Background: an optimization exercise with open tools, aiming at small area, a short achievable clock period and few clock cycles. Do not read the settings as production practice. The RTL was checked by simulation tests, not by an equivalence proof against the original design.

==> flow/config.mk <==
export PLATFORM = sky130hd
export DESIGN_NAME = TotalALU
export DESIGN_NICKNAME = TotalALU
export VERILOG_FILES = /design/flow/design.v
export SDC_FILE = /design/flow/constraint.sdc
export NUM_CORES = 4
export LEC_CHECK = 0
export CAP_MARGIN = 20
export CORE_MARGIN = 2
export CORE_UTILIZATION = 40
export SLEW_MARGIN = 20
export SYNTH_HIERARCHICAL = 1
export SYNTH_MINIMUM_KEEP_SIZE = 0
==> flow/flow/run.sh <==
#!/bin/bash
# Layout: the standard flow (standard.sh: standard synthesis, floorplan,
# placement, CTS, routing), with two changes:
#  - the port buffers are buf_1 cells (repair_timing upsizes the critical ones) rather than the delay cells buffer_ports
#    picks by default (every input and output port still gets a buffer);
#  - repair_timing aims for SETUP_SLACK_MARGIN ns more setup slack than the
#    clock needs, so it shortens the port-to-port paths that set the period.
# The clock, its period and the I/O constraints are the standard flow's, unchanged.
set -euo pipefail
MARGIN=${MARGIN:-10.75}
bash standard.sh "SETUP_SLACK_MARGIN=$MARGIN" \
  "BUFFER_PORTS_ARGS=-buffer_cell sky130_fd_sc_hd__buf_1" REMOVE_ABC_BUFFERS=1 finish > standard_flow.log 2>&1
==> flow/standard.sh <==
#!/bin/bash
# synth_recipe.tcl (not shown) runs the flow's synth.tcl, then flattens the netlist and writes it again
# the make line also repeats each setting of config.mk as NAME=value (left out here)
make -C /OpenROAD-flow-scripts/flow DESIGN_CONFIG=/design/flow/config.mk WORK_HOME=/design/flow/orfs CLKGATE_MAP_FILE= SYNTH_SCRIPT=/design/flow/synth_recipe.tcl "${@:-finish}"
==> flow/constraint.sdc <==
create_clock -name core_clock -period 24.0 [get_ports {clk}]
set_input_delay 4.8000 -clock core_clock [delete_from_list [all_inputs] [get_ports {clk}]]
set_output_delay 4.8000 -clock core_clock [all_outputs]
set_load 0.01 [all_outputs]
==> flow/design.v <==
`timescale 1ns/1ns
module FullAdder( input a, input b, input cin, output S, output cout );
assign S = a ^ b ^ cin;
assign cout = ( a & b ) | ( a & cin ) | ( b & cin );
endmodule
module HalfAdder( input a, input b, output S, output cout );
assign S = a ^ b;
assign cout = a & b;
endmodule
`timescale 1ns/1ns
module TotalALU( clk, dataA, dataB, Signal, control, Output, Busy, reset );
input reset ;
input clk ;
input [2:0] control ;
input [31:0] dataA ;
input [31:0] dataB ;
input [5:0] Signal ;
output [31:0] Output ;
output Busy ;
wire sub = Signal[1];
wire [31:0] bx = dataB ^ {32{sub}};
wire [31:0] sum;
wire cout;
wire [31:0] a_g = dataA & bx;
wire [31:0] a_p = dataA ^ bx;
wire a_g0c = a_g[0] | (a_p[0] & sub);
wire a_G1 = a_g[1] | (a_p[1] & a_g0c);
wire a_G2 = a_g[3] | (a_p[3] & a_g[2]);
wire a_P2 = a_p[3] & a_p[2];
wire a_G3 = a_g[5] | (a_p[5] & a_g[4]);
wire a_P3 = a_p[5] & a_p[4];
wire a_G4 = a_g[7] | (a_p[7] & a_g[6]);
wire a_P4 = a_p[7] & a_p[6];
wire a_G5 = a_g[9] | (a_p[9] & a_g[8]);
wire a_P5 = a_p[9] & a_p[8];
wire a_G6 = a_g[11] | (a_p[11] & a_g[10]);
wire a_P6 = a_p[11] & a_p[10];
wire a_G7 = a_g[13] | (a_p[13] & a_g[12]);
wire a_P7 = a_p[13] & a_p[12];
wire a_G8 = a_g[15] | (a_p[15] & a_g[14]);
wire a_P8 = a_p[15] & a_p[14];
wire a_G9 = a_g[17] | (a_p[17] & a_g[16]);
wire a_P9 = a_p[17] & a_p[16];
wire a_G10 = a_g[19] | (a_p[19] & a_g[18]);
wire a_P10 = a_p[19] & a_p[18];
wire a_G11 = a_g[21] | (a_p[21] & a_g[20]);
wire a_P11 = a_p[21] & a_p[20];
wire a_G12 = a_g[23] | (a_p[23] & a_g[22]);
wire a_P12 = a_p[23] & a_p[22];
wire a_G13 = a_g[25] | (a_p[25] & a_g[24]);
wire a_P13 = a_p[25] & a_p[24];
wire a_G14 = a_g[27] | (a_p[27] & a_g[26]);
wire a_P14 = a_p[27] & a_p[26];
wire a_G15 = a_g[29] | (a_p[29] & a_g[28]);
wire a_P15 = a_p[29] & a_p[28];
wire a_G16 = a_g[31] | (a_p[31] & a_g[30]);
wire a_P16 = a_p[31] & a_p[30];
wire a_G17 = a_g[2] | (a_p[2] & a_G1);
wire a_G18 = a_G2 | (a_P2 & a_G1);
wire a_G19 = a_g[6] | (a_p[6] & a_G3);
wire a_P19 = a_p[6] & a_P3;
wire a_G20 = a_G4 | (a_P4 & a_G3);
wire a_P20 = a_P4 & a_P3;
wire a_G21 = a_g[10] | (a_p[10] & a_G5);
wire a_P21 = a_p[10] & a_P5;
wire a_G22 = a_G6 | (a_P6 & a_G5);
wire a_P22 = a_P6 & a_P5;
wire a_G23 = a_g[14] | (a_p[14] & a_G7);
wire a_P23 = a_p[14] & a_P7;
wire a_G24 = a_G8 | (a_P8 & a_G7);
wire a_P24 = a_P8 & a_P7;
wire a_G25 = a_g[18] | (a_p[18] & a_G9);
wire a_P25 = a_p[18] & a_P9;
wire a_G26 = a_G10 | (a_P10 & a_G9);
wire a_P26 = a_P10 & a_P9;
wire a_G27 = a_g[22] | (a_p[22] & a_G11);
wire a_P27 = a_p[22] & a_P11;
wire a_G28 = a_G12 | (a_P12 & a_G11);
wire a_P28 = a_P12 & a_P11;
wire a_G29 = a_g[26] | (a_p[26] & a_G13);
wire a_P29 = a_p[26] & a_P13;
wire a_G30 = a_G14 | (a_P14 & a_G13);
wire a_P30 = a_P14 & a_P13;
wire a_G31 = a_g[30] | (a_p[30] & a_G15);
wire a_P31 = a_p[30] & a_P15;
wire a_G32 = a_G16 | (a_P16 & a_G15);
wire a_P32 = a_P16 & a_P15;
wire a_G33 = a_g[4] | (a_p[4] & a_G18);
wire a_G34 = a_G3 | (a_P3 & a_G18);
wire a_G35 = a_G19 | (a_P19 & a_G18);
wire a_G36 = a_G20 | (a_P20 & a_G18);
wire a_G37 = a_g[12] | (a_p[12] & a_G22);
wire a_P37 = a_p[12] & a_P22;
wire a_G38 = a_G7 | (a_P7 & a_G22);
wire a_P38 = a_P7 & a_P22;
wire a_G39 = a_G23 | (a_P23 & a_G22);
wire a_P39 = a_P23 & a_P22;
wire a_G40 = a_G24 | (a_P24 & a_G22);
wire a_P40 = a_P24 & a_P22;
wire a_G41 = a_g[20] | (a_p[20] & a_G26);
wire a_P41 = a_p[20] & a_P26;
wire a_G42 = a_G11 | (a_P11 & a_G26);
wire a_P42 = a_P11 & a_P26;
wire a_G43 = a_G27 | (a_P27 & a_G26);
wire a_P43 = a_P27 & a_P26;
wire a_G44 = a_G28 | (a_P28 & a_G26);
wire a_P44 = a_P28 & a_P26;
wire a_G45 = a_g[28] | (a_p[28] & a_G30);
wire a_P45 = a_p[28] & a_P30;
wire a_G46 = a_G15 | (a_P15 & a_G30);
wire a_P46 = a_P15 & a_P30;
wire a_G47 = a_G31 | (a_P31 & a_G30);
wire a_P47 = a_P31 & a_P30;
wire a_G48 = a_G32 | (a_P32 & a_G30);
wire a_P48 = a_P32 & a_P30;
wire a_G49 = a_g[8] | (a_p[8] & a_G36);
wire a_G50 = a_G5 | (a_P5 & a_G36);
wire a_G51 = a_G21 | (a_P21 & a_G36);
wire a_G52 = a_G22 | (a_P22 & a_G36);
wire a_G53 = a_G37 | (a_P37 & a_G36);
wire a_G54 = a_G38 | (a_P38 & a_G36);
wire a_G55 = a_G39 | (a_P39 & a_G36);
wire a_G56 = a_G40 | (a_P40 & a_G36);
wire a_G57 = a_g[24] | (a_p[24] & a_G44);
wire a_P57 = a_p[24] & a_P44;
wire a_G58 = a_G13 | (a_P13 & a_G44);
wire a_P58 = a_P13 & a_P44;
wire a_G59 = a_G29 | (a_P29 & a_G44);
wire a_P59 = a_P29 & a_P44;
wire a_G60 = a_G30 | (a_P30 & a_G44);
wire a_P60 = a_P30 & a_P44;
wire a_G61 = a_G45 | (a_P45 & a_G44);
wire a_P61 = a_P45 & a_P44;
wire a_G62 = a_G46 | (a_P46 & a_G44);
wire a_P62 = a_P46 & a_P44;
wire a_G63 = a_G47 | (a_P47 & a_G44);
wire a_P63 = a_P47 & a_P44;
wire a_G64 = a_G48 | (a_P48 & a_G44);
wire a_P64 = a_P48 & a_P44;
wire a_G65 = a_g[16] | (a_p[16] & a_G56);
wire a_G66 = a_G9 | (a_P9 & a_G56);
wire a_G67 = a_G25 | (a_P25 & a_G56);
wire a_G68 = a_G26 | (a_P26 & a_G56);
wire a_G69 = a_G41 | (a_P41 & a_G56);
wire a_G70 = a_G42 | (a_P42 & a_G56);
wire a_G71 = a_G43 | (a_P43 & a_G56);
wire a_G72 = a_G44 | (a_P44 & a_G56);
wire a_G73 = a_G57 | (a_P57 & a_G56);
wire a_G74 = a_G58 | (a_P58 & a_G56);
wire a_G75 = a_G59 | (a_P59 & a_G56);
wire a_G76 = a_G60 | (a_P60 & a_G56);
wire a_G77 = a_G61 | (a_P61 & a_G56);
wire a_G78 = a_G62 | (a_P62 & a_G56);
wire a_G79 = a_G63 | (a_P63 & a_G56);
wire a_G80 = a_G64 | (a_P64 & a_G56);
wire [31:0] a_c = {a_G79, a_G78, a_G77, a_G76, a_G75, a_G74, a_G73, a_G72, a_G71, a_G70, a_G69, a_G68, a_G67, a_G66, a_G65, a_G56, a_G55, a_G54, a_G53, a_G52, a_G51, a_G50, a_G49, a_G36, a_G35, a_G34, a_G33, a_G18, a_G17, a_G1, a_g0c, sub};
assign sum = a_p ^ a_c;
assign cout = a_G80;
wire lt = ~cout;
wire [31:0] shl = dataA << dataB[4:0];
reg [64:0] P;
reg [31:0] A;
reg [1:0]  cnt;
assign Busy = cnt != 2'd0;
wire accept = ( Signal == 6'd25 ) & ~Busy;
wire [31:0] mc = accept ? dataA : A;
wire [8:0] mb = Busy ? { P[8] & ( cnt != 2'd1 ), P[7:0] } : { dataB[8:1], 1'b0 };
wire [32:0] acc = Busy ? P[64:32] : { 1'b0, mc & {32{dataB[0]}} };
wire neg0 = mb[2];
wire one0 = mb[1] ^ mb[0];
wire two0 = ( mb[2] & ~mb[1] & ~mb[0] ) | ( ~mb[2] & mb[1] & mb[0] );
wire [32:0] x0 = ( ( {1'b0, mc} & {33{one0}} ) | ( {mc, 1'b0} & {33{two0}} ) ) ^ {33{neg0}};
wire neg1 = mb[4];
wire one1 = mb[3] ^ mb[2];
wire two1 = ( mb[4] & ~mb[3] & ~mb[2] ) | ( ~mb[4] & mb[3] & mb[2] );
wire [32:0] x1 = ( ( {1'b0, mc} & {33{one1}} ) | ( {mc, 1'b0} & {33{two1}} ) ) ^ {33{neg1}};
wire neg2 = mb[6];
wire one2 = mb[5] ^ mb[4];
wire two2 = ( mb[6] & ~mb[5] & ~mb[4] ) | ( ~mb[6] & mb[5] & mb[4] );
wire [32:0] x2 = ( ( {1'b0, mc} & {33{one2}} ) | ( {mc, 1'b0} & {33{two2}} ) ) ^ {33{neg2}};
wire neg3 = mb[8];
wire one3 = mb[7] ^ mb[6];
wire two3 = ( mb[8] & ~mb[7] & ~mb[6] ) | ( ~mb[8] & mb[7] & mb[6] );
wire [32:0] x3 = ( ( {1'b0, mc} & {33{one3}} ) | ( {mc, 1'b0} & {33{two3}} ) ) ^ {33{neg3}};
wire [23:0] rest = Busy ? P[31:8] : dataB[31:8];
wire s1;
wire c2;
wire s3;
wire c4;
wire s5;
wire c6;
wire s7;
wire c8;
wire s9;
wire c10;
wire s11;
wire c12;
wire s13;
wire c14;
wire s15;
wire c16;
wire s17;
wire c18;
wire s19;
wire c20;
wire s21;
wire c22;
wire s23;
wire c24;
wire s25;
wire c26;
wire s27;
wire c28;
wire s29;
wire c30;
wire s31;
wire c32;
wire s33;
wire c34;
wire s35;
wire c36;
wire s37;
wire c38;
wire s39;
wire c40;
wire s41;
wire c42;
wire s43;
wire c44;
wire s45;
wire c46;
wire s47;
wire c48;
wire s49;
wire c50;
wire s51;
wire c52;
wire s53;
wire c54;
wire s55;
wire c56;
wire s57;
wire c58;
wire s59;
wire c60;
wire s61;
wire c62;
wire s63;
wire c64;
wire s65;
wire c66;
wire s67;
wire c68;
wire s69;
wire c70;
wire s71;
wire c72;
wire s73;
wire c74;
wire s75;
wire c76;
wire s77;
wire c78;
wire s79;
wire c80;
wire s81;
wire c82;
wire s83;
wire c84;
wire s85;
wire c86;
wire s87;
wire c88;
wire s89;
wire c90;
wire s91;
wire c92;
wire s93;
wire c94;
wire s95;
wire c96;
wire s97;
wire c98;
wire s99;
wire c100;
wire s101;
wire c102;
wire s103;
wire c104;
wire s105;
wire c106;
wire s107;
wire c108;
wire s109;
wire c110;
wire s111;
wire c112;
wire s113;
wire c114;
wire s115;
wire c116;
wire s117;
wire c118;
wire s119;
wire c120;
wire s121;
wire c122;
wire s123;
wire c124;
wire s125;
wire c126;
wire s127;
wire c128;
wire s129;
wire c130;
wire s131;
wire c132;
wire s133;
wire c134;
wire s135;
wire c136;
wire s137;
wire c138;
wire s139;
wire c140;
wire s141;
wire c142;
wire s143;
wire c144;
wire s145;
wire c146;
wire s147;
wire c148;
wire s149;
wire c150;
wire s151;
wire c152;
wire s153;
wire c154;
wire s155;
wire c156;
wire s157;
wire c158;
wire s159;
wire c160;
wire s161;
wire c162;
wire s163;
wire c164;
wire s165;
wire c166;
wire s167;
wire c168;
wire s169;
wire c170;
wire s171;
wire c172;
wire s173;
wire c174;
wire s175;
wire c176;
wire s177;
wire c178;
wire s179;
wire c180;
wire s181;
wire c182;
wire s183;
wire c184;
wire s185;
wire c186;
wire s187;
wire c188;
wire s189;
wire c190;
wire s191;
wire c192;
wire s193;
wire c194;
wire s195;
wire c196;
wire s197;
wire c198;
wire s199;
wire c200;
wire s201;
wire c202;
wire s203;
wire c204;
wire s205;
wire c206;
wire s207;
wire c208;
wire s209;
wire c210;
wire s211;
wire c212;
wire s213;
wire c214;
wire s215;
wire c216;
wire s217;
wire c218;
wire s219;
wire c220;
wire s221;
wire c222;
wire s223;
wire c224;
wire s225;
wire c226;
wire s227;
wire c228;
wire s229;
wire c230;
wire s231;
wire c232;
wire s233;
wire c234;
wire s235;
wire c236;
wire s237;
wire c238;
wire s239;
wire c240;
wire s241;
wire c242;
wire s243;
wire c244;
wire s245;
wire c246;
wire s247;
wire c248;
wire s249;
wire c250;
wire s251;
wire c252;
wire s253;
wire c254;
wire s255;
wire c256;
wire s257;
wire c258;
wire s259;
wire c260;
wire s261;
wire c262;
wire s263;
wire c264;
wire s265;
wire c266;
wire s267;
wire c268;
wire s269;
wire c270;
wire s271;
wire c272;
HalfAdder u_s1 ( .a(acc[5]), .b(x0[4]), .S(s1), .cout(c2) );
HalfAdder u_s3 ( .a(acc[6]), .b(x0[5]), .S(s3), .cout(c4) );
FullAdder u_s5 ( .a(acc[7]), .b(x0[6]), .cin(x1[4]), .S(s5), .cout(c6) );
HalfAdder u_s7 ( .a(x2[2]), .b(x3[0]), .S(s7), .cout(c8) );
FullAdder u_s9 ( .a(acc[8]), .b(x0[7]), .cin(x1[5]), .S(s9), .cout(c10) );
HalfAdder u_s11 ( .a(x2[3]), .b(x3[1]), .S(s11), .cout(c12) );
FullAdder u_s13 ( .a(acc[9]), .b(x0[8]), .cin(x1[6]), .S(s13), .cout(c14) );
HalfAdder u_s15 ( .a(x2[4]), .b(x3[2]), .S(s15), .cout(c16) );
FullAdder u_s17 ( .a(acc[10]), .b(x0[9]), .cin(x1[7]), .S(s17), .cout(c18) );
HalfAdder u_s19 ( .a(x2[5]), .b(x3[3]), .S(s19), .cout(c20) );
FullAdder u_s21 ( .a(acc[11]), .b(x0[10]), .cin(x1[8]), .S(s21), .cout(c22) );
HalfAdder u_s23 ( .a(x2[6]), .b(x3[4]), .S(s23), .cout(c24) );
FullAdder u_s25 ( .a(acc[12]), .b(x0[11]), .cin(x1[9]), .S(s25), .cout(c26) );
HalfAdder u_s27 ( .a(x2[7]), .b(x3[5]), .S(s27), .cout(c28) );
FullAdder u_s29 ( .a(acc[13]), .b(x0[12]), .cin(x1[10]), .S(s29), .cout(c30) );
HalfAdder u_s31 ( .a(x2[8]), .b(x3[6]), .S(s31), .cout(c32) );
FullAdder u_s33 ( .a(acc[14]), .b(x0[13]), .cin(x1[11]), .S(s33), .cout(c34) );
HalfAdder u_s35 ( .a(x2[9]), .b(x3[7]), .S(s35), .cout(c36) );
FullAdder u_s37 ( .a(acc[15]), .b(x0[14]), .cin(x1[12]), .S(s37), .cout(c38) );
HalfAdder u_s39 ( .a(x2[10]), .b(x3[8]), .S(s39), .cout(c40) );
FullAdder u_s41 ( .a(acc[16]), .b(x0[15]), .cin(x1[13]), .S(s41), .cout(c42) );
HalfAdder u_s43 ( .a(x2[11]), .b(x3[9]), .S(s43), .cout(c44) );
FullAdder u_s45 ( .a(acc[17]), .b(x0[16]), .cin(x1[14]), .S(s45), .cout(c46) );
HalfAdder u_s47 ( .a(x2[12]), .b(x3[10]), .S(s47), .cout(c48) );
FullAdder u_s49 ( .a(acc[18]), .b(x0[17]), .cin(x1[15]), .S(s49), .cout(c50) );
HalfAdder u_s51 ( .a(x2[13]), .b(x3[11]), .S(s51), .cout(c52) );
FullAdder u_s53 ( .a(acc[19]), .b(x0[18]), .cin(x1[16]), .S(s53), .cout(c54) );
HalfAdder u_s55 ( .a(x2[14]), .b(x3[12]), .S(s55), .cout(c56) );
FullAdder u_s57 ( .a(acc[20]), .b(x0[19]), .cin(x1[17]), .S(s57), .cout(c58) );
HalfAdder u_s59 ( .a(x2[15]), .b(x3[13]), .S(s59), .cout(c60) );
FullAdder u_s61 ( .a(acc[21]), .b(x0[20]), .cin(x1[18]), .S(s61), .cout(c62) );
HalfAdder u_s63 ( .a(x2[16]), .b(x3[14]), .S(s63), .cout(c64) );
FullAdder u_s65 ( .a(acc[22]), .b(x0[21]), .cin(x1[19]), .S(s65), .cout(c66) );
HalfAdder u_s67 ( .a(x2[17]), .b(x3[15]), .S(s67), .cout(c68) );
FullAdder u_s69 ( .a(acc[23]), .b(x0[22]), .cin(x1[20]), .S(s69), .cout(c70) );
HalfAdder u_s71 ( .a(x2[18]), .b(x3[16]), .S(s71), .cout(c72) );
FullAdder u_s73 ( .a(acc[24]), .b(x0[23]), .cin(x1[21]), .S(s73), .cout(c74) );
HalfAdder u_s75 ( .a(x2[19]), .b(x3[17]), .S(s75), .cout(c76) );
FullAdder u_s77 ( .a(acc[25]), .b(x0[24]), .cin(x1[22]), .S(s77), .cout(c78) );
HalfAdder u_s79 ( .a(x2[20]), .b(x3[18]), .S(s79), .cout(c80) );
FullAdder u_s81 ( .a(acc[26]), .b(x0[25]), .cin(x1[23]), .S(s81), .cout(c82) );
HalfAdder u_s83 ( .a(x2[21]), .b(x3[19]), .S(s83), .cout(c84) );
FullAdder u_s85 ( .a(acc[27]), .b(x0[26]), .cin(x1[24]), .S(s85), .cout(c86) );
HalfAdder u_s87 ( .a(x2[22]), .b(x3[20]), .S(s87), .cout(c88) );
FullAdder u_s89 ( .a(acc[28]), .b(x0[27]), .cin(x1[25]), .S(s89), .cout(c90) );
HalfAdder u_s91 ( .a(x2[23]), .b(x3[21]), .S(s91), .cout(c92) );
FullAdder u_s93 ( .a(acc[29]), .b(x0[28]), .cin(x1[26]), .S(s93), .cout(c94) );
HalfAdder u_s95 ( .a(x2[24]), .b(x3[22]), .S(s95), .cout(c96) );
FullAdder u_s97 ( .a(acc[30]), .b(x0[29]), .cin(x1[27]), .S(s97), .cout(c98) );
HalfAdder u_s99 ( .a(x2[25]), .b(x3[23]), .S(s99), .cout(c100) );
FullAdder u_s101 ( .a(acc[31]), .b(x0[30]), .cin(x1[28]), .S(s101), .cout(c102) );
HalfAdder u_s103 ( .a(x2[26]), .b(x3[24]), .S(s103), .cout(c104) );
FullAdder u_s105 ( .a(~acc[32]), .b(x0[31]), .cin(x1[29]), .S(s105), .cout(c106) );
HalfAdder u_s107 ( .a(x2[27]), .b(~x3[25]), .S(s107), .cout(c108) );
FullAdder u_s109 ( .a(x0[32]), .b(x1[30]), .cin(x2[28]), .S(s109), .cout(c110) );
HalfAdder u_s111 ( .a(x3[26]), .b(~x3[25]), .S(s111), .cout(c112) );
FullAdder u_s113 ( .a(~neg0), .b(x1[31]), .cin(x2[29]), .S(s113), .cout(c114) );
HalfAdder u_s115 ( .a(x3[27]), .b(x3[25]), .S(s115), .cout(c116) );
HalfAdder u_s117 ( .a(x1[32]), .b(x2[30]), .S(s117), .cout(c118) );
HalfAdder u_s119 ( .a(~neg1), .b(x2[31]), .S(s119), .cout(c120) );
HalfAdder u_s121 ( .a(acc[3]), .b(x0[2]), .S(s121), .cout(c122) );
HalfAdder u_s123 ( .a(acc[4]), .b(x0[3]), .S(s123), .cout(c124) );
FullAdder u_s125 ( .a(x1[2]), .b(x2[0]), .cin(neg2), .S(s125), .cout(c126) );
FullAdder u_s127 ( .a(x1[3]), .b(x2[1]), .cin(c2), .S(s127), .cout(c128) );
FullAdder u_s129 ( .a(neg3), .b(c4), .cin(s5), .S(s129), .cout(c130) );
FullAdder u_s131 ( .a(c6), .b(c8), .cin(s9), .S(s131), .cout(c132) );
FullAdder u_s133 ( .a(c10), .b(c12), .cin(s13), .S(s133), .cout(c134) );
FullAdder u_s135 ( .a(c14), .b(c16), .cin(s17), .S(s135), .cout(c136) );
FullAdder u_s137 ( .a(c18), .b(c20), .cin(s21), .S(s137), .cout(c138) );
FullAdder u_s139 ( .a(c22), .b(c24), .cin(s25), .S(s139), .cout(c140) );
FullAdder u_s141 ( .a(c26), .b(c28), .cin(s29), .S(s141), .cout(c142) );
FullAdder u_s143 ( .a(c30), .b(c32), .cin(s33), .S(s143), .cout(c144) );
FullAdder u_s145 ( .a(c34), .b(c36), .cin(s37), .S(s145), .cout(c146) );
FullAdder u_s147 ( .a(c38), .b(c40), .cin(s41), .S(s147), .cout(c148) );
FullAdder u_s149 ( .a(c42), .b(c44), .cin(s45), .S(s149), .cout(c150) );
FullAdder u_s151 ( .a(c46), .b(c48), .cin(s49), .S(s151), .cout(c152) );
FullAdder u_s153 ( .a(c50), .b(c52), .cin(s53), .S(s153), .cout(c154) );
FullAdder u_s155 ( .a(c54), .b(c56), .cin(s57), .S(s155), .cout(c156) );
FullAdder u_s157 ( .a(c58), .b(c60), .cin(s61), .S(s157), .cout(c158) );
FullAdder u_s159 ( .a(c62), .b(c64), .cin(s65), .S(s159), .cout(c160) );
FullAdder u_s161 ( .a(c66), .b(c68), .cin(s69), .S(s161), .cout(c162) );
FullAdder u_s163 ( .a(c70), .b(c72), .cin(s73), .S(s163), .cout(c164) );
FullAdder u_s165 ( .a(c74), .b(c76), .cin(s77), .S(s165), .cout(c166) );
FullAdder u_s167 ( .a(c78), .b(c80), .cin(s81), .S(s167), .cout(c168) );
FullAdder u_s169 ( .a(c82), .b(c84), .cin(s85), .S(s169), .cout(c170) );
FullAdder u_s171 ( .a(c86), .b(c88), .cin(s89), .S(s171), .cout(c172) );
FullAdder u_s173 ( .a(c90), .b(c92), .cin(s93), .S(s173), .cout(c174) );
FullAdder u_s175 ( .a(c94), .b(c96), .cin(s97), .S(s175), .cout(c176) );
FullAdder u_s177 ( .a(c98), .b(c100), .cin(s101), .S(s177), .cout(c178) );
FullAdder u_s179 ( .a(c102), .b(c104), .cin(s105), .S(s179), .cout(c180) );
FullAdder u_s181 ( .a(c106), .b(c108), .cin(s109), .S(s181), .cout(c182) );
FullAdder u_s183 ( .a(c110), .b(c112), .cin(s113), .S(s183), .cout(c184) );
FullAdder u_s185 ( .a(~x3[28]), .b(c114), .cin(c116), .S(s185), .cout(c186) );
FullAdder u_s187 ( .a(x3[29]), .b(x3[28]), .cin(c118), .S(s187), .cout(c188) );
HalfAdder u_s189 ( .a(x2[32]), .b(~x3[30]), .S(s189), .cout(c190) );
HalfAdder u_s191 ( .a(~neg2), .b(x3[31]), .S(s191), .cout(c192) );
HalfAdder u_s193 ( .a(acc[1]), .b(x0[0]), .S(s193), .cout(c194) );
HalfAdder u_s195 ( .a(acc[2]), .b(x0[1]), .S(s195), .cout(c196) );
FullAdder u_s197 ( .a(x1[0]), .b(neg1), .cin(s121), .S(s197), .cout(c198) );
FullAdder u_s199 ( .a(x1[1]), .b(c122), .cin(s123), .S(s199), .cout(c200) );
FullAdder u_s201 ( .a(s1), .b(c124), .cin(s125), .S(s201), .cout(c202) );
FullAdder u_s203 ( .a(s3), .b(c126), .cin(s127), .S(s203), .cout(c204) );
FullAdder u_s205 ( .a(s7), .b(c128), .cin(s129), .S(s205), .cout(c206) );
FullAdder u_s207 ( .a(s11), .b(c130), .cin(s131), .S(s207), .cout(c208) );
FullAdder u_s209 ( .a(s15), .b(c132), .cin(s133), .S(s209), .cout(c210) );
FullAdder u_s211 ( .a(s19), .b(c134), .cin(s135), .S(s211), .cout(c212) );
FullAdder u_s213 ( .a(s23), .b(c136), .cin(s137), .S(s213), .cout(c214) );
FullAdder u_s215 ( .a(s27), .b(c138), .cin(s139), .S(s215), .cout(c216) );
FullAdder u_s217 ( .a(s31), .b(c140), .cin(s141), .S(s217), .cout(c218) );
FullAdder u_s219 ( .a(s35), .b(c142), .cin(s143), .S(s219), .cout(c220) );
FullAdder u_s221 ( .a(s39), .b(c144), .cin(s145), .S(s221), .cout(c222) );
FullAdder u_s223 ( .a(s43), .b(c146), .cin(s147), .S(s223), .cout(c224) );
FullAdder u_s225 ( .a(s47), .b(c148), .cin(s149), .S(s225), .cout(c226) );
FullAdder u_s227 ( .a(s51), .b(c150), .cin(s151), .S(s227), .cout(c228) );
FullAdder u_s229 ( .a(s55), .b(c152), .cin(s153), .S(s229), .cout(c230) );
FullAdder u_s231 ( .a(s59), .b(c154), .cin(s155), .S(s231), .cout(c232) );
FullAdder u_s233 ( .a(s63), .b(c156), .cin(s157), .S(s233), .cout(c234) );
FullAdder u_s235 ( .a(s67), .b(c158), .cin(s159), .S(s235), .cout(c236) );
FullAdder u_s237 ( .a(s71), .b(c160), .cin(s161), .S(s237), .cout(c238) );
FullAdder u_s239 ( .a(s75), .b(c162), .cin(s163), .S(s239), .cout(c240) );
FullAdder u_s241 ( .a(s79), .b(c164), .cin(s165), .S(s241), .cout(c242) );
FullAdder u_s243 ( .a(s83), .b(c166), .cin(s167), .S(s243), .cout(c244) );
FullAdder u_s245 ( .a(s87), .b(c168), .cin(s169), .S(s245), .cout(c246) );
FullAdder u_s247 ( .a(s91), .b(c170), .cin(s171), .S(s247), .cout(c248) );
FullAdder u_s249 ( .a(s95), .b(c172), .cin(s173), .S(s249), .cout(c250) );
FullAdder u_s251 ( .a(s99), .b(c174), .cin(s175), .S(s251), .cout(c252) );
FullAdder u_s253 ( .a(s103), .b(c176), .cin(s177), .S(s253), .cout(c254) );
FullAdder u_s255 ( .a(s107), .b(c178), .cin(s179), .S(s255), .cout(c256) );
FullAdder u_s257 ( .a(s111), .b(c180), .cin(s181), .S(s257), .cout(c258) );
FullAdder u_s259 ( .a(s115), .b(c182), .cin(s183), .S(s259), .cout(c260) );
FullAdder u_s261 ( .a(s117), .b(c184), .cin(s185), .S(s261), .cout(c262) );
FullAdder u_s263 ( .a(s119), .b(c186), .cin(s187), .S(s263), .cout(c264) );
FullAdder u_s265 ( .a(c120), .b(c188), .cin(s189), .S(s265), .cout(c266) );
FullAdder u_s267 ( .a(x3[30]), .b(c190), .cin(s191), .S(s267), .cout(c268) );
HalfAdder u_s269 ( .a(~x3[32]), .b(c192), .S(s269), .cout(c270) );
HalfAdder u_s271 ( .a(~neg3), .b(x3[32]), .S(s271), .cout(c272) );
wire [40:0] ra = {c270, c268, c266, c264, c262, c260, c258, c256, c254, c252, c250, c248, c246, c244, c242, c240, c238, c236, c234, c232, c230, c228, c226, c224, c222, c220, c218, c216, c214, c212, c210, c208, c206, c204, c202, c200, c198, c196, c194, neg0, acc[0]};
wire [40:0] rb = {s271, s269, s267, s265, s263, s261, s259, s257, s255, s253, s251, s249, s247, s245, s243, s241, s239, s237, s235, s233, s231, s229, s227, s225, s223, s221, s219, s217, s215, s213, s211, s209, s207, s205, s203, s201, s199, s197, s195, s193, 1'b0};
wire [40:0] t;
wire [40:0] m_g = ra & rb;
wire [40:0] m_p = ra ^ rb;
wire m_G1 = m_g[1] | (m_p[1] & m_g[0]);
wire m_G2 = m_g[3] | (m_p[3] & m_g[2]);
wire m_P2 = m_p[3] & m_p[2];
wire m_G3 = m_g[5] | (m_p[5] & m_g[4]);
wire m_P3 = m_p[5] & m_p[4];
wire m_G4 = m_g[7] | (m_p[7] & m_g[6]);
wire m_P4 = m_p[7] & m_p[6];
wire m_G5 = m_g[9] | (m_p[9] & m_g[8]);
wire m_P5 = m_p[9] & m_p[8];
wire m_G6 = m_g[11] | (m_p[11] & m_g[10]);
wire m_P6 = m_p[11] & m_p[10];
wire m_G7 = m_g[13] | (m_p[13] & m_g[12]);
wire m_P7 = m_p[13] & m_p[12];
wire m_G8 = m_g[15] | (m_p[15] & m_g[14]);
wire m_P8 = m_p[15] & m_p[14];
wire m_G9 = m_g[17] | (m_p[17] & m_g[16]);
wire m_P9 = m_p[17] & m_p[16];
wire m_G10 = m_g[19] | (m_p[19] & m_g[18]);
wire m_P10 = m_p[19] & m_p[18];
wire m_G11 = m_g[21] | (m_p[21] & m_g[20]);
wire m_P11 = m_p[21] & m_p[20];
wire m_G12 = m_g[23] | (m_p[23] & m_g[22]);
wire m_P12 = m_p[23] & m_p[22];
wire m_G13 = m_g[25] | (m_p[25] & m_g[24]);
wire m_P13 = m_p[25] & m_p[24];
wire m_G14 = m_g[27] | (m_p[27] & m_g[26]);
wire m_P14 = m_p[27] & m_p[26];
wire m_G15 = m_g[29] | (m_p[29] & m_g[28]);
wire m_P15 = m_p[29] & m_p[28];
wire m_G16 = m_g[31] | (m_p[31] & m_g[30]);
wire m_P16 = m_p[31] & m_p[30];
wire m_G17 = m_g[33] | (m_p[33] & m_g[32]);
wire m_P17 = m_p[33] & m_p[32];
wire m_G18 = m_g[35] | (m_p[35] & m_g[34]);
wire m_P18 = m_p[35] & m_p[34];
wire m_G19 = m_g[37] | (m_p[37] & m_g[36]);
wire m_P19 = m_p[37] & m_p[36];
wire m_G20 = m_g[39] | (m_p[39] & m_g[38]);
wire m_P20 = m_p[39] & m_p[38];
wire m_G21 = m_g[2] | (m_p[2] & m_G1);
wire m_G22 = m_G2 | (m_P2 & m_G1);
wire m_G23 = m_g[6] | (m_p[6] & m_G3);
wire m_P23 = m_p[6] & m_P3;
wire m_G24 = m_G4 | (m_P4 & m_G3);
wire m_P24 = m_P4 & m_P3;
wire m_G25 = m_g[10] | (m_p[10] & m_G5);
wire m_P25 = m_p[10] & m_P5;
wire m_G26 = m_G6 | (m_P6 & m_G5);
wire m_P26 = m_P6 & m_P5;
wire m_G27 = m_g[14] | (m_p[14] & m_G7);
wire m_P27 = m_p[14] & m_P7;
wire m_G28 = m_G8 | (m_P8 & m_G7);
wire m_P28 = m_P8 & m_P7;
wire m_G29 = m_g[18] | (m_p[18] & m_G9);
wire m_P29 = m_p[18] & m_P9;
wire m_G30 = m_G10 | (m_P10 & m_G9);
wire m_P30 = m_P10 & m_P9;
wire m_G31 = m_g[22] | (m_p[22] & m_G11);
wire m_P31 = m_p[22] & m_P11;
wire m_G32 = m_G12 | (m_P12 & m_G11);
wire m_P32 = m_P12 & m_P11;
wire m_G33 = m_g[26] | (m_p[26] & m_G13);
wire m_P33 = m_p[26] & m_P13;
wire m_G34 = m_G14 | (m_P14 & m_G13);
wire m_P34 = m_P14 & m_P13;
wire m_G35 = m_g[30] | (m_p[30] & m_G15);
wire m_P35 = m_p[30] & m_P15;
wire m_G36 = m_G16 | (m_P16 & m_G15);
wire m_P36 = m_P16 & m_P15;
wire m_G37 = m_g[34] | (m_p[34] & m_G17);
wire m_P37 = m_p[34] & m_P17;
wire m_G38 = m_G18 | (m_P18 & m_G17);
wire m_P38 = m_P18 & m_P17;
wire m_G39 = m_g[38] | (m_p[38] & m_G19);
wire m_P39 = m_p[38] & m_P19;
wire m_G40 = m_G20 | (m_P20 & m_G19);
wire m_P40 = m_P20 & m_P19;
wire m_G41 = m_g[4] | (m_p[4] & m_G22);
wire m_G42 = m_G3 | (m_P3 & m_G22);
wire m_G43 = m_G23 | (m_P23 & m_G22);
wire m_G44 = m_G24 | (m_P24 & m_G22);
wire m_G45 = m_g[12] | (m_p[12] & m_G26);
wire m_P45 = m_p[12] & m_P26;
wire m_G46 = m_G7 | (m_P7 & m_G26);
wire m_P46 = m_P7 & m_P26;
wire m_G47 = m_G27 | (m_P27 & m_G26);
wire m_P47 = m_P27 & m_P26;
wire m_G48 = m_G28 | (m_P28 & m_G26);
wire m_P48 = m_P28 & m_P26;
wire m_G49 = m_g[20] | (m_p[20] & m_G30);
wire m_P49 = m_p[20] & m_P30;
wire m_G50 = m_G11 | (m_P11 & m_G30);
wire m_P50 = m_P11 & m_P30;
wire m_G51 = m_G31 | (m_P31 & m_G30);
wire m_P51 = m_P31 & m_P30;
wire m_G52 = m_G32 | (m_P32 & m_G30);
wire m_P52 = m_P32 & m_P30;
wire m_G53 = m_g[28] | (m_p[28] & m_G34);
wire m_P53 = m_p[28] & m_P34;
wire m_G54 = m_G15 | (m_P15 & m_G34);
wire m_P54 = m_P15 & m_P34;
wire m_G55 = m_G35 | (m_P35 & m_G34);
wire m_P55 = m_P35 & m_P34;
wire m_G56 = m_G36 | (m_P36 & m_G34);
wire m_P56 = m_P36 & m_P34;
wire m_G57 = m_g[36] | (m_p[36] & m_G38);
wire m_P57 = m_p[36] & m_P38;
wire m_G58 = m_G19 | (m_P19 & m_G38);
wire m_P58 = m_P19 & m_P38;
wire m_G59 = m_G39 | (m_P39 & m_G38);
wire m_P59 = m_P39 & m_P38;
wire m_G60 = m_G40 | (m_P40 & m_G38);
wire m_P60 = m_P40 & m_P38;
wire m_G61 = m_g[8] | (m_p[8] & m_G44);
wire m_G62 = m_G5 | (m_P5 & m_G44);
wire m_G63 = m_G25 | (m_P25 & m_G44);
wire m_G64 = m_G26 | (m_P26 & m_G44);
wire m_G65 = m_G45 | (m_P45 & m_G44);
wire m_G66 = m_G46 | (m_P46 & m_G44);
wire m_G67 = m_G47 | (m_P47 & m_G44);
wire m_G68 = m_G48 | (m_P48 & m_G44);
wire m_G69 = m_g[24] | (m_p[24] & m_G52);
wire m_P69 = m_p[24] & m_P52;
wire m_G70 = m_G13 | (m_P13 & m_G52);
wire m_P70 = m_P13 & m_P52;
wire m_G71 = m_G33 | (m_P33 & m_G52);
wire m_P71 = m_P33 & m_P52;
wire m_G72 = m_G34 | (m_P34 & m_G52);
wire m_P72 = m_P34 & m_P52;
wire m_G73 = m_G53 | (m_P53 & m_G52);
wire m_P73 = m_P53 & m_P52;
wire m_G74 = m_G54 | (m_P54 & m_G52);
wire m_P74 = m_P54 & m_P52;
wire m_G75 = m_G55 | (m_P55 & m_G52);
wire m_P75 = m_P55 & m_P52;
wire m_G76 = m_G56 | (m_P56 & m_G52);
wire m_P76 = m_P56 & m_P52;
wire m_G77 = m_g[40] | (m_p[40] & m_G60);
wire m_P77 = m_p[40] & m_P60;
wire m_G78 = m_g[16] | (m_p[16] & m_G68);
wire m_G79 = m_G9 | (m_P9 & m_G68);
wire m_G80 = m_G29 | (m_P29 & m_G68);
wire m_G81 = m_G30 | (m_P30 & m_G68);
wire m_G82 = m_G49 | (m_P49 & m_G68);
wire m_G83 = m_G50 | (m_P50 & m_G68);
wire m_G84 = m_G51 | (m_P51 & m_G68);
wire m_G85 = m_G52 | (m_P52 & m_G68);
wire m_G86 = m_G69 | (m_P69 & m_G68);
wire m_G87 = m_G70 | (m_P70 & m_G68);
wire m_G88 = m_G71 | (m_P71 & m_G68);
wire m_G89 = m_G72 | (m_P72 & m_G68);
wire m_G90 = m_G73 | (m_P73 & m_G68);
wire m_G91 = m_G74 | (m_P74 & m_G68);
wire m_G92 = m_G75 | (m_P75 & m_G68);
wire m_G93 = m_G76 | (m_P76 & m_G68);
wire m_G94 = m_g[32] | (m_p[32] & m_G93);
wire m_G95 = m_G17 | (m_P17 & m_G93);
wire m_G96 = m_G37 | (m_P37 & m_G93);
wire m_G97 = m_G38 | (m_P38 & m_G93);
wire m_G98 = m_G57 | (m_P57 & m_G93);
wire m_G99 = m_G58 | (m_P58 & m_G93);
wire m_G100 = m_G59 | (m_P59 & m_G93);
wire m_G101 = m_G60 | (m_P60 & m_G93);
wire m_G102 = m_G77 | (m_P77 & m_G93);
wire [40:0] m_c = {m_G101, m_G100, m_G99, m_G98, m_G97, m_G96, m_G95, m_G94, m_G93, m_G92, m_G91, m_G90, m_G89, m_G88, m_G87, m_G86, m_G85, m_G84, m_G83, m_G82, m_G81, m_G80, m_G79, m_G78, m_G68, m_G67, m_G66, m_G65, m_G64, m_G63, m_G62, m_G61, m_G44, m_G43, m_G42, m_G41, m_G22, m_G21, m_G1, m_g[0], 1'b0};
assign t = m_p ^ m_c;
always @( posedge clk ) begin
  A <= mc;
  if ( reset ) begin
    P <= 65'd0;
    cnt <= 2'd0;
  end else if ( accept | Busy ) begin
    P <= { t, rest };
    cnt <= cnt - 2'd1;
  end
end
wire isAND = Signal == 6'd36;
wire isOR  = Signal == 6'd37;
wire isAS  = ( Signal == 6'd32 ) | ( Signal == 6'd34 );
wire isSLT = Signal == 6'd42;
wire isSLL = Signal == 6'd0;
wire isHI  = Signal == 6'd16;
wire isLO  = Signal == 6'd18;
assign Output = ( {32{isAND}} & ( dataA & dataB ) )
              | ( {32{isOR}}  & ( dataA | dataB ) )
              | ( {32{isAS}}  & sum )
              | { 31'd0, isSLT & lt }
              | ( {32{isSLL}} & shl )
              | ( {32{isHI}}  & P[63:32] )
              | ( {32{isLO}}  & P[31:0] );
endmodule
==> run notes, run 1 <==
period utilization 0.544; GRT overflow 0; GRT Resource Usage Total 0.289; GR peak layer met2; reg-to-reg setup timing slack 15.76 ns; cell count after synthesis 1730; via count 14200; total number of H-tree levels 3; Yosys reg bits 99; Most common cell on crit path buf_1; die area 38400 um^2; max-slew violations 0; Startpoint Class input pin; Tightest Pin Transition 1.08 ns; HPWL after detailed placement 41100 um; Worst R2R Start cnt[0]; root buf cell clkbuf_16; Pre-antenna DRT Iters 5; first-pass GRT wire length 84600 um; synthesized area 14800 um^2; met3 usage 0.0492; post-place setup slack 10.52 ns; post-synthesis adder-cell area fraction 0.251; Mapped Avg Cell Area 8.53 um^2; die width 196 um; most used flip-flop cell after synthesis dfxtp_1; fraction of layout cells with a size suffix above 1 0.0857; area of the core 36400 um^2; setup TNS 0 ns; critical-path cell list buf_1 > buf_4 > xor2_1 > ha_1 > a211o_1 > a21oi_4 > a21oi_2 > o211a_1 > nor2_2 > o21ai_2 > a2111oi_4 > nor3_1 > o311ai_2 > buf_1; RD Place Congestion 0.932; async set or reset register ratio after synthesis 0; most frequent cells in the layout 174 x nand2_1, 159 x xnor2_1, 130 x o22ai_1; initial cell density of the core 0.405; Crit. End Element primary output; grt met2 use 0.461; synth unique cells 82; clock-pin slew on the worst setup and hold paths 0.08 ns; number of global-route vias before repair 13800; filler cell count 3701; DR WL/cell 25.3 um; status complete, no violations; R2R cell count 24; initial antenna violation count 1; largest family of logic cells by synthesized area adder cells; slowest CP cell a2111oi_4; I/O Buffers 104; num ports 108; Total Wirelength 56400 um; slew margin rel. 0.256; Post-route DRC 0; MaxCap Viol Count 0; XOR/XNOR Fraction of Synth Area 0.126; met1 Track Usage GR 0.386; CTS Hold Bufs 0; die height 196 um; pin count of the biggest net entering global routing 56; nets@finish 2051; clock skew 0.0167 ns; Yosys warnings 7; register area share after synthesis 0.134; Setup CP Type input pin to primary output; critical path peak fanout 24; Register Area 1980 um^2; compound-cell area share of the yosys netlist 0.243; RSZ-0062 raised after global routing false; clk latency of the worst-skew pair 0.38 ns; CTS tree built; mux cell area share after synthesis 0.0831; n_diodes 0; Post-synth EDFFs 0; Via-to-Cell Ratio 6.37; cts bufs inserted 9; remaining antenna violation count 0; site row count 70; commonest non-fill, non-tap cell in the layout nand2_1; Clock Sinks 99; P&R area growth vs syn 8.44%; end point of the critical path Output[30]; multi-input logic area 12100 um^2; min-delay worst type register to register; delay of the slowest critical-path stage 0.45 ns; DRT iter0 DRCs 1738; final worst slack 10.93 ns; Hold Fails Final Rpt 0; R2R Path End P[63]; Critical Path AT 8.27 ns; Synth Area in Simple Gates 0.110; crit path from dataB[2]; Max Root-Sink Buffers 2; CP Data Required Time 19.20 ns; Final setup viols 0; max frequency 76.5 MHz; Period minus WS final 13.07 ns
## routing by layer
| metal | vias to the layer above | wire length (um) |
|---|---|---|
| li1 | 6324 | - |
| met1 | 6970 | 23600 |
| met2 | 774 | 25500 |
| met3 | 126 | 4960 |
| met4 | 2 | 2370 |
| met5 | - | 10 |
## through the flow
step / area [um^2] / util / cells / hold WS, ns
detailed placement: 15600 / 0.429 / 2211 / 0.491
CTS: 15900 / 0.437 / 2227 / 0.508
floorplan: 14300 / - / 1609 / 0.439
global route: 16000 / 0.439 / 2229 / 0.525
finish: 16000 / 0.439 / 2229 / 0.509
global placement: 15600 / 0.429 / 2211 / 0.476
## worst min-delay path by stage
| stage | slack [ns] | start | depth (start not counted) | end |
|---|---|---|---|---|
| final | 0.51 | P[31] | 2 | P[31] |
| after global routing | 0.52 | P[26] | 2 | P[26] |
| after CTS | 0.51 | P[26] | 2 | P[26] |
| after detailed placement | 0.49 | P[18] | 2 | P[18] |
| after global placement | 0.48 | P[25] | 2 | P[25] |
| after floorplan | 0.44 | P[61] | 2 | P[61] |
## modules after synthesis (local to each module, per instance)
module / cells / cell area, um^2 / flops+latches
FullAdder: 1 / 20.0 / 0
HalfAdder: 1 / 12.5 / 0
TotalALU: 1594 / 12300 / 99
## registers in the layout, indices dropped and copies added, names as in the netlist
register,cells
P,65
cnt,2
A,32
## final cells by class
cell class              instances  share of cell area
multi-input cells            1433               0.759
flip-flops and latches         99               0.124
repair buffers                136              0.0440
well taps                     468              0.0366
inverters                      77              0.0181
clock buffers                  10              0.0149
clock inverters                 6             0.00360
## worst max-delay path, delay by kind of cell
kind / cells / cell delay [ns]
AOI/OAI and AO/OA: 7 / 1.97
xor gates and xnor gates: 1 / 0.26
and+or+nand+nor: 2 / 0.32
buffers and inverters: 3 / 0.60
adders and majority gates: 1 / 0.29
## cell usage after synthesis (4+ instances only)
cell type,n,area share
a22oi_1,5,0.0025
mux2i_2,22,0.021
ha_1,114,0.097
nand2b_1,7,0.0030
a222oi_1,4,0.0027
o2bb2ai_1,28,0.017
a22o_1,8,0.0047
a211o_1,6,0.0036
a221oi_1,20,0.012
and3_1,7,0.0030
nor2b_1,21,0.0089
a21boi_0,4,0.0020
maj3_1,16,0.011
fa_1,106,0.14
and2_1,5,0.0021
o31ai_1,4,0.0020
xor2_1,50,0.030
a221o_1,10,0.0068
mux2_2,8,0.0061
a21oi_2,7,0.0042
a211oi_1,22,0.011
inv_1,73,0.019
buf_1,23,0.0058
mux2i_1,45,0.031
a21oi_1,112,0.038
a21o_1,17,0.0086
o22ai_1,130,0.055
buf_2,13,0.0044
nor3_1,18,0.0061
a31oi_1,5,0.0021
o21ai_1,10,0.0034
o21a_1,5,0.0025
nand2_1,175,0.045
o21ai_0,58,0.020
nor2_1,97,0.025
nand3_1,11,0.0037
mux4_2,15,0.023
clkbuf_1,84,0.021
o211ai_1,7,0.0036
a311oi_1,25,0.015
dfxtp_1,99,0.13
or3_1,6,0.0025
xnor2_1,162,0.096
## cells by family (layout without fill, tap and decap cells)
| family | Yosys count | in the layout |
|---|---|---|
| AOI/OAI and AO/OA | 524 | 524 |
| xor gates and xnor gates | 212 | 212 |
| adders and majority gates | 236 | 236 |
| buffers and inverters | 198 | 229 |
| DFF | 99 | 99 |
| muxes | 92 | 92 |
| and+or+nand+nor | 369 | 369 |
## repair_timing
item                       4_1_cts  5_1_grt
setup buffers                    0        0
setup endpoints to repair        6        6
hold endpoints to repair         0        0
gates resized for setup          4        8
pin swaps                        0        1
gates cloned                     0        2
Testbench counts, summed over its fixed seeds: cycles 4,330.
==> inputs of run 2 (changes only) <==
--- a/flow/flow/run.sh
+++ b/flow/flow/run.sh
@@ -8,5 +8,5 @@
 # The clock, its period and the I/O constraints are the standard flow's, unchanged.
 set -euo pipefail
-MARGIN=${MARGIN:-10.75}
+MARGIN=${MARGIN:-11}
 bash standard.sh "SETUP_SLACK_MARGIN=$MARGIN" \
   "BUFFER_PORTS_ARGS=-buffer_cell sky130_fd_sc_hd__buf_1" REMOVE_ABC_BUFFERS=1 finish > standard_flow.log 2>&1
==> run 2 against run 1 <==
Effect of this change: hold slack got worse by 0.00093 ns; critical path depth rose by 2; die area did not move; critical endpoint unchanged.
==> run notes, run 2 <==
status complete, no violations; Hold Path Sink P[31]; clk latency of the worst-skew pair 0.38 ns (about the same); number of global-route vias before repair 13800 (+0.51%); site row count 70 (unchanged); Tightest Pin Transition 1.16 ns (+0.0719 ns); pin count of the biggest net entering global routing 56 (unchanged); fraction of layout cells with a size suffix above 1 0.0929 (+0.00712); final worst slack 11.09 ns (+0.160 ns); cts bufs inserted 9 (unchanged); initial cell density of the core 0.405 (unchanged); delay of the slowest critical-path stage 0.38 ns (-0.07 ns); die area 38400 um^2 (unchanged); slew margin rel. 0.227 (-0.0294); Critical Path AT 8.11 ns (-0.16 ns); Hold Fails Final Rpt 0 (unchanged); post-place setup slack 10.52 ns (unchanged); Max Root-Sink Buffers 2 (unchanged); Yosys top cell area share 0.144 (unchanged); most frequent cells after synthesis 175 x nand2_1, 162 x xnor2_1, 130 x o22ai_1; top-count cell post-synth nand2_1; P&R area growth vs syn 9.39%; via count 14200 (-0.049%); CTS tree built; Total Wirelength 56500 um (+0.29%); Register Area 1980 um^2 (unchanged); max-slew violations 0 (unchanged); critical-path cell list clkbuf_2 > buf_12 > nand2_2 > o21ai_1 > fa_2 > a211o_1 > a21oi_4 > a21oi_4 > o211a_4 > nor2_2 > o21ai_2 > a2111oi_4 > buf_4 > nor3_1 > o311ai_2 > buf_2; CTS Hold Bufs 0 (unchanged); synth unique cells 82 (unchanged); Yosys reg bits 99 (unchanged); area of the core 36400 um^2 (unchanged); critical path peak fanout 10 (-58%); Yosys warnings 7 (unchanged); die height 196 um (unchanged); initial antenna violation count 1 (unchanged); Setup CP Type input pin to primary output; GRT Resource Usage Total 0.290 (+0.00155); period utilization 0.538 (-0.00667); Largest regs P: 65 flops, A: 32 flops, cnt: 2 flops; clock skew 0.0159 ns (-0.000868 ns); Most common cell on crit path a21oi_4; RD Place Congestion 0.932 (unchanged); setup TNS 0 ns (unchanged); max FFs per register 65 (unchanged); Clock Sinks 99 (unchanged); reg-to-reg setup timing slack 15.74 ns (-0.02 ns); Post-synth EDFFs 0 (unchanged); GRT overflow 0 (unchanged); Pre-antenna DRT Iters 5 (unchanged); MaxCap Viol Count 0 (unchanged); filler cell count 3691 (-0.27%); num ports 108 (unchanged); Reg with most FFs P; register area share after synthesis 0.134 (unchanged); Post-route DRC 0 (unchanged); R2R Path End P[63]; DRT iter0 DRCs 1586 (-8.7%); placed insts 2211 (unchanged); max frequency 77.5 MHz (+1.2%); RSZ-0062 raised after global routing false; min-delay worst type register to register; Final setup viols 0 (unchanged); remaining antenna violation count 0 (unchanged); async set or reset register ratio after synthesis 0 (unchanged); die width 196 um (unchanged); Top delay family on crit path compound AO/OA/AOI/OAI gates; Period minus WS final 12.91 ns (-0.160 ns); total number of H-tree levels 3 (unchanged); multi-input logic area 12200 um^2 (+0.40%); Worst R2R Start cnt[0]; synthesized area 14800 um^2 (unchanged); DR WL/cell 25.3 um (about the same); slowest CP cell o311ai_2; root buf cell clkbuf_16; first-pass GRT wire length 85100 um (+0.55%); Yosys top cell by area fa_1; Hold Crit Start P[31]; buffer and inverter count on the worst path 4 (+1); Startpoint Class input pin; WHS 0.508 ns (-0.000930 ns); most used flip-flop cell after synthesis dfxtp_1; I/O Buffers 104 (unchanged); HPWL after detailed placement 41100 um (unchanged); Finished Layout Cells 2235 (+0.27%); clock-pin slew on the worst setup and hold paths 0.08 ns (about the same); Mapped Avg Cell Area 8.53 um^2 (unchanged); main area contributors after synthesis fa_1 14%, dfxtp_1 13%, ha_1 9.7%; most frequent cells in the layout 173 x nand2_1, 159 x xnor2_1, 130 x o22ai_1; hold path cells 2 (unchanged); commonest non-fill, non-tap cell in the layout nand2_1; Crit. End Element primary output; Via-to-Cell Ratio 6.35 (-0.32%); CP Data Required Time 19.20 ns (about the same); cell count after synthesis 1730 (unchanged); R2R cell count 24 (unchanged); nets@finish 2056 (+0.24%)
## run 2: worst min-delay path: stages, from the launching register on
cell,delay (ns)
dfxtp_1,0.35
nand2_1,0.07
a21oi_1,0.05
## run 2: how the worst max path moves through the flow
| stage | cells past startpoint | from | endpoint | slack [ns] |
|---|---|---|---|---|
| finish | 16 | dataB[0] | Output[30] | 11.09 |
| global route | 15 | Signal[1] | Output[30] | 11.01 |
| CTS | 15 | dataB[0] | Output[30] | 11.01 |
| detailed placement | 14 | dataB[0] | Output[0] | 10.52 |
| global placement | 14 | dataB[0] | Output[0] | 10.54 |
| floorplan | 20 | dataB[4] | P[64] | 10.89 |
## run 2: area by class of cell
cell class | count | share of cell area
Multi-Input combinational cell | 1433 | 0.755
Sequential cell | 99 | 0.123
Timing Repair Buffer | 141 | 0.0491
Tap cell | 468 | 0.0363
Inverter | 77 | 0.0179
Clock buffer | 10 | 0.0148
Clock inverter | 6 | 0.00357
Antenna cell | 1 | 0.000155
## run 2: cell families after synthesis
group           Yosys count  share of synthesized area
compound gates          524                      0.243
xor+xnor                212                      0.126
fa+ha+maj               236                      0.251
buf+inv                 198                     0.0517
flops                    99                      0.134
mux                      92                     0.0831
simple gates            369                      0.110
## run 2: routing by layer
layer / part of all wire / up-vias / GRT usage / routed length (um)
li1: - / 6345 / - / -
met1: 0.42 / 6936 / 0.385 / 23600
met2: 0.45 / 773 / 0.464 / 25700
met3: 0.085 / 133 / 0.0509 / 4800
met4: 0.043 / 2 / 0.125 / 2410
met5: 0.00018 / - / 0 / 10
## run 2: Yosys stat by module (local to each module, per instance)
module	flip-flops and latches	copies in the design	cells
FullAdder	0	96	1
HalfAdder	0	40	1
TotalALU	99	1	1594
## run 2: through the flow
| step | util | instance area (um^2) |
|---|---|---|
| after floorplan | - | 14300 |
| after global placement | 0.429 | 15600 |
| after detailed placement | 0.429 | 15600 |
| after CTS | 0.439 | 16000 |
| after global routing | 0.443 | 16100 |
| final | 0.443 | 16100 |
## run 2: timing repair
item	CTS	global route
pin swaps	4	4
buffers inserted	1	3
setup endpoints to repair	9	6
cloned	1	2
gates resized for setup	14	17
==> inputs of run 3 (changes only) <==
--- a/flow/design.v
+++ b/flow/design.v
@@ -24,5 +24,5 @@
 wire [31:0] a_g = dataA & bx;
 wire [31:0] a_p = dataA ^ bx;
-wire a_g0c = a_g[0] | (a_p[0] & sub);
+wire a_g0c = sub ? ( dataA[0] | ~dataB[0] ) : ( dataA[0] & dataB[0] );
 wire a_G1 = a_g[1] | (a_p[1] & a_g0c);
 wire a_G2 = a_g[3] | (a_p[3] & a_g[2]);
==> run 3 against run 2 <==
Effect of this change: highest routed layer unchanged; critical path depth unchanged; design area shrank 0.78%; flip-flop and latch count unchanged; first-iteration DRC count increased by 9.5%; synthesized cell count grew 0.87%; still clean; sequential share of layout area is 0.097 points higher; area after synthesis is 0.53% lower.
==> run notes, run 3 <==
die area 38200 um^2 (-0.52%); remaining antenna violation count 0 (unchanged); met3 usage 0.0484 (-0.00253); initial antenna violation count 1 (unchanged); n_diodes 0 (-1); area of the core 36300 um^2 (-0.24%); Yosys top cell by area fa_1; via count 14400 (+1.3%); largest family of logic cells by synthesized area adder cells; reg-to-reg setup timing slack 15.78 ns (+0.04 ns); DR WL/cell 24.7 um (-2.3%); HPWL after detailed placement 41200 um (+0.29%); Largest regs P: 65 flops, A: 32 flops, cnt: 2 flops; root buf cell clkbuf_16; Critical Path AT 8.06 ns (-0.05 ns); pin count of the biggest net entering global routing 49 (-13%); main area contributors after synthesis fa_1 14%, dfxtp_1 14%, ha_1 9.7%; async set or reset register ratio after synthesis 0 (unchanged); max-slew violations 0 (unchanged); Startpoint Class input pin; Yosys warnings 7 (unchanged); MaxCap Viol Count 0 (unchanged); Max Root-Sink Buffers 2 (unchanged); R2R cell count 23 (-4.2%); post-synthesis adder-cell area fraction 0.253 (+0.00135); I/O Buffers 104 (unchanged); Crit path depth 16 (unchanged); Synth Area in Simple Gates 0.110 (-0.000685); mux cell area share after synthesis 0.0759 (-0.00723); Via-to-Cell Ratio 6.38 (+0.47%); min-delay worst type register to register; DRT iter0 DRCs 1736 (+9.5%); clock-pin slew on the worst setup and hold paths 0.09 ns (about the same); Final setup viols 0 (unchanged); Clock Sinks 99 (unchanged); Yosys top cell area share 0.145 (+0.000772); XOR/XNOR Fraction of Synth Area 0.124 (-0.00171); Crit. End Element primary output; Worst R2R Start cnt[0]; most frequent cells in the layout 185 x nand2_1, 153 x xnor2_1, 135 x o22ai_1; Post-route DRC 0 (unchanged); P&R area growth vs syn 9.11%; cell count after synthesis 1745 (+0.87%); site row count 70 (unchanged); register area share after synthesis 0.135 (+0.000721); Mapped Avg Cell Area 8.41 um^2 (-1.4%); hold path cells 2 (unchanged); Reg with most FFs P; RSZ-0062 raised after global routing false; number of global-route vias before repair 13900 (+0.21%); CTS tree built; filler cell count 3637 (-1.5%); delay of the slowest critical-path stage 0.51 ns (+0.13 ns); status complete, no violations; Hold Crit Start P[31]; max FFs per register 65 (unchanged); slowest CP cell fa_1; commonest non-fill, non-tap cell in the layout nand2_1; Hold Fails Final Rpt 0 (unchanged); num ports 108 (unchanged); most frequent cells after synthesis 186 x nand2_1, 156 x xnor2_1, 135 x o22ai_1; compound-cell area share of the yosys netlist 0.249 (+0.00523); met1 Track Usage GR 0.398 (+0.0130); final worst slack 11.14 ns (+0.0422 ns); R2R Path End P[56]; RD Place Congestion 0.942 (+1.1%); critical-path cell list clkbuf_8 > buf_16 > inv_1 > o21ai_2 > fa_2 > a211oi_2 > o21ai_2 > nand4_1 > o211ai_4 > inv_1 > fa_1 > nor2_1 > a221o_1 > a221oi_1 > nand2_1 > buf_1; die width 196 um (-0.26%); Period minus WS final 12.86 ns (-0.0422 ns); Total Wirelength 55600 um (-1.5%); post-place setup slack 10.02 ns (-0.499 ns); clk latency of the worst-skew pair 0.37 ns (about the same); period utilization 0.536 (-0.00176); Post-synth EDFFs 0 (unchanged); most used flip-flop cell after synthesis dfxtp_1; fraction of layout cells with a size suffix above 1 0.0779 (-0.0150); GRT Resource Usage Total 0.289 (-0.00101); grt met2 use 0.462 (-0.00257); Yosys reg bits 99 (unchanged); Tightest Pin Transition 1.13 ns (-0.0252 ns); setup TNS 0 ns (unchanged); critical path peak fanout 22 (+12); nets@finish 2075 (+0.92%); Setup CP Type input pin to primary output; clock skew 0.0100 ns (-0.00581 ns); synth unique cells 77 (-6.1%); total number of H-tree levels 3 (unchanged); max frequency 77.7 MHz (+0.33%); cts bufs inserted 9 (unchanged); top-count cell post-synth nand2_1; buffer and inverter count on the worst path 5 (+1); initial cell density of the core 0.404 (-0.00119); Top delay family on crit path compound AO/OA/AOI/OAI gates; die height 196 um (-0.26%); synthesized area 14700 um^2 (-0.53%); GRT overflow 0 (unchanged); CP Data Required Time 19.20 ns (about the same); Hold Path Sink P[31]; GR peak layer met2; first-pass GRT wire length 84800 um (-0.35%); slew margin rel. 0.224 (-0.00259); Pre-antenna DRT Iters 8 (+3)
## run 3: changes by cell type in the layout (fill, tap and decap cells not counted), sizes merged, moves of 7 or more
| cell | change |
|---|---|
| buf | +7 |
| nor2 | -11 |
| a21oi | -10 |
| o21ai | +7 |
| inv | +7 |
| nand2 | +11 |
| nor2b | -7 |
## run 3: worst min-delay path, cell delays in order (launching register included)
cell	delay [ns]
dfxtp_1	0.34
nand2_1	0.06
a21oi_1	0.05
## run 3: modules after synthesis, one instance, submodules excluded
module / cell area [um^2] / cells / times used
TotalALU: 12300 / 1609 / 1
FullAdder: 20.0 / 1 / 96
HalfAdder: 12.5 / 1 / 40
## run 3: how the worst max path moves through the flow
stage                   start          to  slack (ns)
floorplan            dataB[4]       P[56]       10.77
global placement    Signal[1]   Output[0]       10.04
detailed placement  Signal[1]   Output[0]       10.02
CTS                 Signal[1]   Output[0]       11.03
global route         dataB[3]  Output[16]       11.00
finish              Signal[1]  Output[16]       11.14
## run 3: repair_timing
item | 4_1_cts | 5_1_grt
setup endpoints to repair | 23 | 7
gates cloned | 0 | 0
gates resized for setup | 13 | 6
hold buffers | 0 | 0
pin swaps | 1 | 1
endpoints found under the hold margin | 0 | 0
buffers inserted | 1 | 0
## run 3: metal layers
| layer | part of all wire | routed length, um |
|---|---|---|
| met5 | 0.00016 | 9 |
| met4 | 0.032 | 1810 |
| met3 | 0.087 | 4840 |
| met2 | 0.45 | 25200 |
| met1 | 0.43 | 23800 |
## run 3: cell type report
class / count / area (um^2) / share of cell area
Multi-Input combinational cell: 1440 / 12100 / 0.753
Clock buffer: 9 / 225 / 0.0141
Inverter: 83 / 312 / 0.0195
Tap cell: 468 / 586 / 0.0366
Timing Repair Buffer: 147 / 756 / 0.0472
Sequential cell: 99 / 1980 / 0.124
Clock inverter: 7 / 88.8 / 0.00555
## run 3: cell families after synthesis
family	Yosys count
adders and majority gates	236
buffers and inverters	206
muxes	89
DFF	99
xor gates and xnor gates	208
and+or+nand+nor	366
AOI/OAI and AO/OA	541
## run 3: through the flow
step / cells / util / cell area [um^2] / hold slack (ns)
5_1_grt: 2253 / 0.441 / 16000 / 0.507
4_1_cts: 2253 / 0.440 / 16000 / 0.485
3_3_place_gp: 2236 / 0.429 / 15600 / 0.467
2_1_floorplan: 1622 / - / 14200 / 0.439
3_5_place_dp: 2236 / 0.429 / 15600 / 0.472
6_report: 2253 / 0.441 / 16000 / 0.488
Testbench counts of run 3, summed over its fixed seeds: cycles 4,330.

[static timing again, ports no longer ideal]
The flow's constraints put no driver on any port. The routed layouts listed below were extracted and timed again, unchanged, in two steps. Step 1 (the two cells are an assumption about what drives the block):
set clk [get_ports {clk}]
set_driving_cell -lib_cell sky130_fd_sc_hd__clkbuf_16 $clk
set_driving_cell -lib_cell sky130_fd_sc_hd__buf_2 [delete_from_list [all_inputs] $clk]
Step 2 moves the port delays by t, midway between the first and last clock arrival at a register: inputs arrive t later, outputs are due t later. That takes back most of the time a late clock gives input paths. Slacks: ideal ports / drivers / drivers and shift; pairs: ideal ports / drivers.
| run | t, ns | setup slack, ns | worst setup path at the end | worst slew at a driven data input, ns | cell pins on the clock port's net |
|---|---|---|---|---|---|
| run 1 | 0.427 | 10.934 / 10.909 / 10.909 | input to output | 0.06 | 1 |
| run 2 | 0.426 | 11.094 / 11.067 / 11.067 | input to output | 0.06 | 1 |
| run 3 | 0.416 | 11.137 / 11.100 / 11.100 | input to output | 0.05 | 1 |
After both steps setup and hold are still met in every run listed. For run 3, which loses most, drivers alone change the setup slack by -0.037 ns; drivers and shift together by -0.037 ns.
